What follows belongs to an exercise in optimizing a design on an open flow for small area, a short achievable clock period and few clock cycles; a production flow would make more cautious choices.
Function was checked by simulation only, so behaviour that the tests miss may differ from the original.
Power and IR drop assume default switching activity.

// mips_cpu
module mips_cpu (
	input  wire        clk,
	input  wire        rst,
	output wire [31:0] imem_addr,
	input  wire [31:0] imem_data,
	output wire        dmem_ren,
	output wire        dmem_wen,
	output wire [31:0] dmem_addr,
	output wire [31:0] dmem_wdata,
	input  wire [31:0] dmem_rdata
);
==> flow/config.mk <==
export PLATFORM = sky130hd
export DESIGN_NAME = mips_cpu
export DESIGN_NICKNAME = mips_cpu
export VERILOG_FILES = /design/flow/design.v
export SDC_FILE = /design/flow/constraint.sdc
export NUM_CORES = 4
export LEC_CHECK = 0
export CAP_MARGIN = 20
export CORE_MARGIN = 2
export CORE_UTILIZATION = 40
export SLEW_MARGIN = 20
==> flow/constraint.sdc <==
create_clock -name core_clock -period 11.0 [get_ports {clk}]
set_input_delay 2.2000 -clock core_clock [delete_from_list [all_inputs] [get_ports {clk}]]
set_output_delay 2.2000 -clock core_clock [all_outputs]
set_load 0.01 [all_outputs]
standard.sh (not shown) runs the stock make flow with config.mk's settings and CLKGATE_MAP_FILE= SYNTH_SCRIPT=/design/flow/synth_recipe.tcl, a recipe that flattens the netlist after the stock synthesis.
==> flow/flow/run.sh <==
#!/bin/bash
# The standard layout, with timing repair aiming for 6 ns of setup slack.
set -euo pipefail
bash standard.sh SETUP_SLACK_MARGIN=6 finish > standard_make.log 2>&1
Testbench counts at the start, summed over its fixed seeds: cycles 23,866.
Next try:
==> flow/run.sh (new file) <==
#!/bin/bash
# synth_recipe.tcl (not shown) runs the flow's synth.tcl, then flattens the netlist and writes it again
# the make line also repeats each setting of config.mk as NAME=value (left out here)
make -C /OpenROAD-flow-scripts/flow DESIGN_CONFIG=/design/flow/config.mk WORK_HOME=/design/flow/orfs CLKGATE_MAP_FILE= SYNTH_SCRIPT=/design/flow/synth_recipe.tcl finish
- ABC_CLOCK_PERIOD_IN_PS: default -> 4000
- SETUP_SLACK_MARGIN: default -> 5
removed: flow/flow/run.sh
removed: flow/standard.sh
Effect: Total power drops by 5.6%. Combinational power drops by 10%. Synthesized area does not change.
Next try:
- ABC_CLOCK_PERIOD_IN_PS: 4000 -> default
- first-iteration DRC count stays the same
- die area does not change
- sequential share of layout area does not change

* * *

Another version of the RTL of mips_cpu (not shown whole).
Size in the first run: roughly 1200 flip-flops, roughly 160 I/O pins.
## mips_cpu
module mips_cpu (
	input  wire        clk,
	input  wire        rst,
	output wire [31:0] imem_addr,
	input  wire [31:0] imem_data,
	output wire        dmem_ren,
	output wire        dmem_wen,
	output wire [31:0] dmem_addr,
	output wire [31:0] dmem_wdata,
	input  wire [31:0] dmem_rdata
);
localparam
	OP_R     = 6'b000000,
	OP_J     = 6'b000010,
	OP_JAL   = 6'b000011,
	OP_BEQ   = 6'b000100,
	OP_BNE   = 6'b000101,
	OP_ADDI  = 6'b001000,
	OP_ADDIU = 6'b001001,
	OP_SLTI  = 6'b001010,
	OP_SLTIU = 6'b001011,
	OP_ANDI  = 6'b001100,
	OP_ORI   = 6'b001101,
	OP_XORI  = 6'b001110,
	OP_LUI   = 6'b001111,
	OP_LW    = 6'b100011,
	OP_SW    = 6'b101011;
	reg [31:0] pc;
	wire [5:0] fop = imem_data[31:26];
	wire [5:0] ffn = imem_data[5:0];
	wire [4:0] frs = imem_data[25:21];
	wire [4:0] frt = imem_data[20:16];
	wire [4:0] frd = imem_data[15:11];
	wire r_type  = fop == OP_R;
	wire f_add   = r_type && (ffn == 6'b100000 || ffn == 6'b100001);
	wire f_sub   = r_type && (ffn == 6'b100010 || ffn == 6'b100011);
	wire f_and   = r_type && ffn == 6'b100100;
	wire f_or    = r_type && ffn == 6'b100101;
	wire f_xor   = r_type && ffn == 6'b100110;
	wire f_nor   = r_type && ffn == 6'b100111;
	wire f_slt   = r_type && ffn == 6'b101010;
	wire f_sltu  = r_type && ffn == 6'b101011;
	wire f_shift = r_type && ffn[5:3] == 3'b000 && ffn[1:0] != 2'b01;
	wire f_jr    = r_type && ffn == 6'b001000;
	wire i_addi  = fop == OP_ADDI || fop == OP_ADDIU;
	wire i_slti  = fop == OP_SLTI;
	wire i_sltiu = fop == OP_SLTIU;
	wire i_andi  = fop == OP_ANDI;
	wire i_ori   = fop == OP_ORI;
	wire i_xori  = fop == OP_XORI;
	wire i_lui   = fop == OP_LUI;
	wire i_lw    = fop == OP_LW;
	wire i_sw    = fop == OP_SW;
	wire i_beq   = fop == OP_BEQ;
	wire i_bne   = fop == OP_BNE;
	wire i_j     = fop == OP_J;
	wire i_jal   = fop == OP_JAL;
	wire r_alu   = f_add | f_sub | f_and | f_or | f_xor | f_nor | f_slt | f_sltu;
	wire r_write = r_alu | f_shift;
	wire i_write = i_addi | i_slti | i_sltiu | i_andi | i_ori | i_xori | i_lui | i_lw;
	wire [4:0] f_waddr = i_jal ? 5'd31 : (r_type ? frd : frt);
	wire f_wen = (r_write | i_write | i_jal) && f_waddr != 5'd0;
	wire [2:0] f_sel =
		(f_and | i_andi) ? 3'd1 :
		(f_or  | i_ori)  ? 3'd2 :
		(f_xor | i_xori) ? 3'd3 :
		f_nor            ? 3'd4 :
		(f_slt | i_slti | i_sltiu) ? 3'd5 :
		f_sltu           ? 3'd6 :
  ...
export LEC_CHECK = 0
export CAP_MARGIN = 20
export CORE_MARGIN = 2
export CORE_UTILIZATION = 40
export CTS_BUF_LIST = sky130_fd_sc_hd__clkbuf_8
export CTS_CLUSTER_DIAMETER = 50
export CTS_CLUSTER_SIZE = 12
export SLEW_MARGIN = 20
create_clock -name core_clock -period 11.0 [get_ports {clk}]
==> flow/flow/run.sh <==
#!/bin/bash
# The standard layout with two changes to how it is made:
# - synthesis maps logic with flow/abc_speed.script, an area-oriented ABC
#   script, in place of ORFS's abc_speed.script (a copy of ORFS's scripts
#   folder with only that file replaced);
# - timing repair aims for 7 ns of setup slack.
set -euo pipefail
here=$(pwd)
rm -rf "$here/orfs_scripts"
cp -r "$FLOW_HOME/scripts" "$here/orfs_scripts"
cp "$here/flow/abc_speed.script" "$here/orfs_scripts/abc_speed.script"
bash standard.sh SCRIPTS_DIR="$here/orfs_scripts" SETUP_SLACK_MARGIN=7 finish > standard_make.log 2>&1
==> flow/flow/abc_speed.script <==
&get -n
&st
&dch
&nf -a
&put
buffer -c
topo
stime -c
upsize -c
dnsize -c
Testbench counts at the start, summed over its fixed seeds: cycles 24,917.
Rerun with:
--- a/flow/config.mk
+++ b/flow/config.mk
@@ -10,5 +10,2 @@
 export CORE_UTILIZATION = 40
-export CTS_BUF_LIST = sky130_fd_sc_hd__clkbuf_8
-export CTS_CLUSTER_DIAMETER = 50
-export CTS_CLUSTER_SIZE = 12
 export SLEW_MARGIN = 20
Result: Core utilization is higher by 1.7 points. Worst setup slack is worse by 0.13 ns. Sequential share of layout area fell by 1.6 points. First-iteration DRC count rises by 2.8%. Routed wire length went up by 1.4%. Design area climbs by 3.4%.

* * *

mips_cpu again, from the RTL that the note above started with.
## mips_cpu
module mips_cpu (
	input  wire        clk,
	input  wire        rst,
	output wire [31:0] imem_addr,
	input  wire [31:0] imem_data,
	output wire        dmem_ren,
	output wire        dmem_wen,
	output wire [31:0] dmem_addr,
	output wire [31:0] dmem_wdata,
	input  wire [31:0] dmem_rdata
);
clock: 11.0 ns
lec_check: 0
cap_margin: 10
core_margin: 2
core_utilization: 40
cts_buf_list: sky130_fd_sc_hd__clkbuf_8
cts_cluster_diameter: 50
cts_cluster_size: 16
slew_margin: 10
Scripts as last shown in full above: flow/flow/run.sh, flow/flow/abc_speed.script
The starting point completed with no timing, DRC or antenna violations.
Testbench counts at the start, summed over its fixed seeds: cycles 24,917.
Then changed:
--- a/flow/config.mk
+++ b/flow/config.mk
@@ -7,3 +7,3 @@
 export LEC_CHECK = 0
-export CAP_MARGIN = 10
+export CAP_MARGIN = 20
 export CORE_MARGIN = 2
@@ -12,3 +12,3 @@
 export CTS_CLUSTER_DIAMETER = 50
-export CTS_CLUSTER_SIZE = 16
-export SLEW_MARGIN = 10
+export CTS_CLUSTER_SIZE = 14
+export SLEW_MARGIN = 20
Effect: Wire length is higher by 0.45%; power falls by 0.97%; via count goes up by 0.38%; sequential power barely changes; sequential cell count does not change; clock power came out lower by about 4%; worst setup slack got worse by 0.054 ns; die area stays the same; cell area stays flat; fmax shrinks by 1.2%; area after synthesis is unchanged.

separate check: timing with driven ports:
The results above use ideal ports. As a check the final layouts listed here were re-extracted and re-timed, cells and wires unchanged. Step 1 (the two cells are an assumption about what drives the block):
set clk [get_ports {clk}]
set_driving_cell -lib_cell sky130_fd_sc_hd__clkbuf_16 $clk
set_driving_cell -lib_cell sky130_fd_sc_hd__buf_2 [delete_from_list [all_inputs] $clk]
Step 2, shift: input delay + t, output delay - t, t = (earliest + latest rising clock arrival at the registers) / 2. This alone moves slack from input paths to output paths. Slacks: ideal / step 1 / step 2; pairs: ideal / step 1.
run | shift t [ns] | setup WS [ns] | latest minus earliest clock arrival (ns) | worst slew at a driven data input, ns | cell pins on the clock port's net
the first run of note 1 | 0.837 | 5.073 / 4.998 / 5.059 | 0.047 / 0.047 | 0.22 | 1
the second run of note 1 | 0.839 | 4.931 / 4.849 / 4.875 | 0.058 / 0.058 | 0.26 | 1
the third run of note 1 | 0.839 | 4.931 / 4.849 / 4.875 | 0.058 / 0.058 | 0.26 | 1
the first run of note 2 | 0.969 | 6.746 / 6.725 / 5.756 | 0.086 / 0.086 | 0.16 | 1
the second run of note 2 | 0.857 | 6.615 / 6.648 / 5.791 | 0.096 / 0.096 | 0.18 | 1
the first run of note 3 | 0.968 | 6.767 / 6.741 / 5.774 | 0.078 / 0.079 | 0.16 | 1
the second run of note 3 | 0.966 | 6.714 / 6.734 / 5.768 | 0.090 / 0.089 | 0.15 | 1
After both steps setup and hold are still met in every run listed. For the first run of note 3, which loses most, drivers alone change the setup slack by -0.026 ns; drivers and shift together by -0.993 ns.
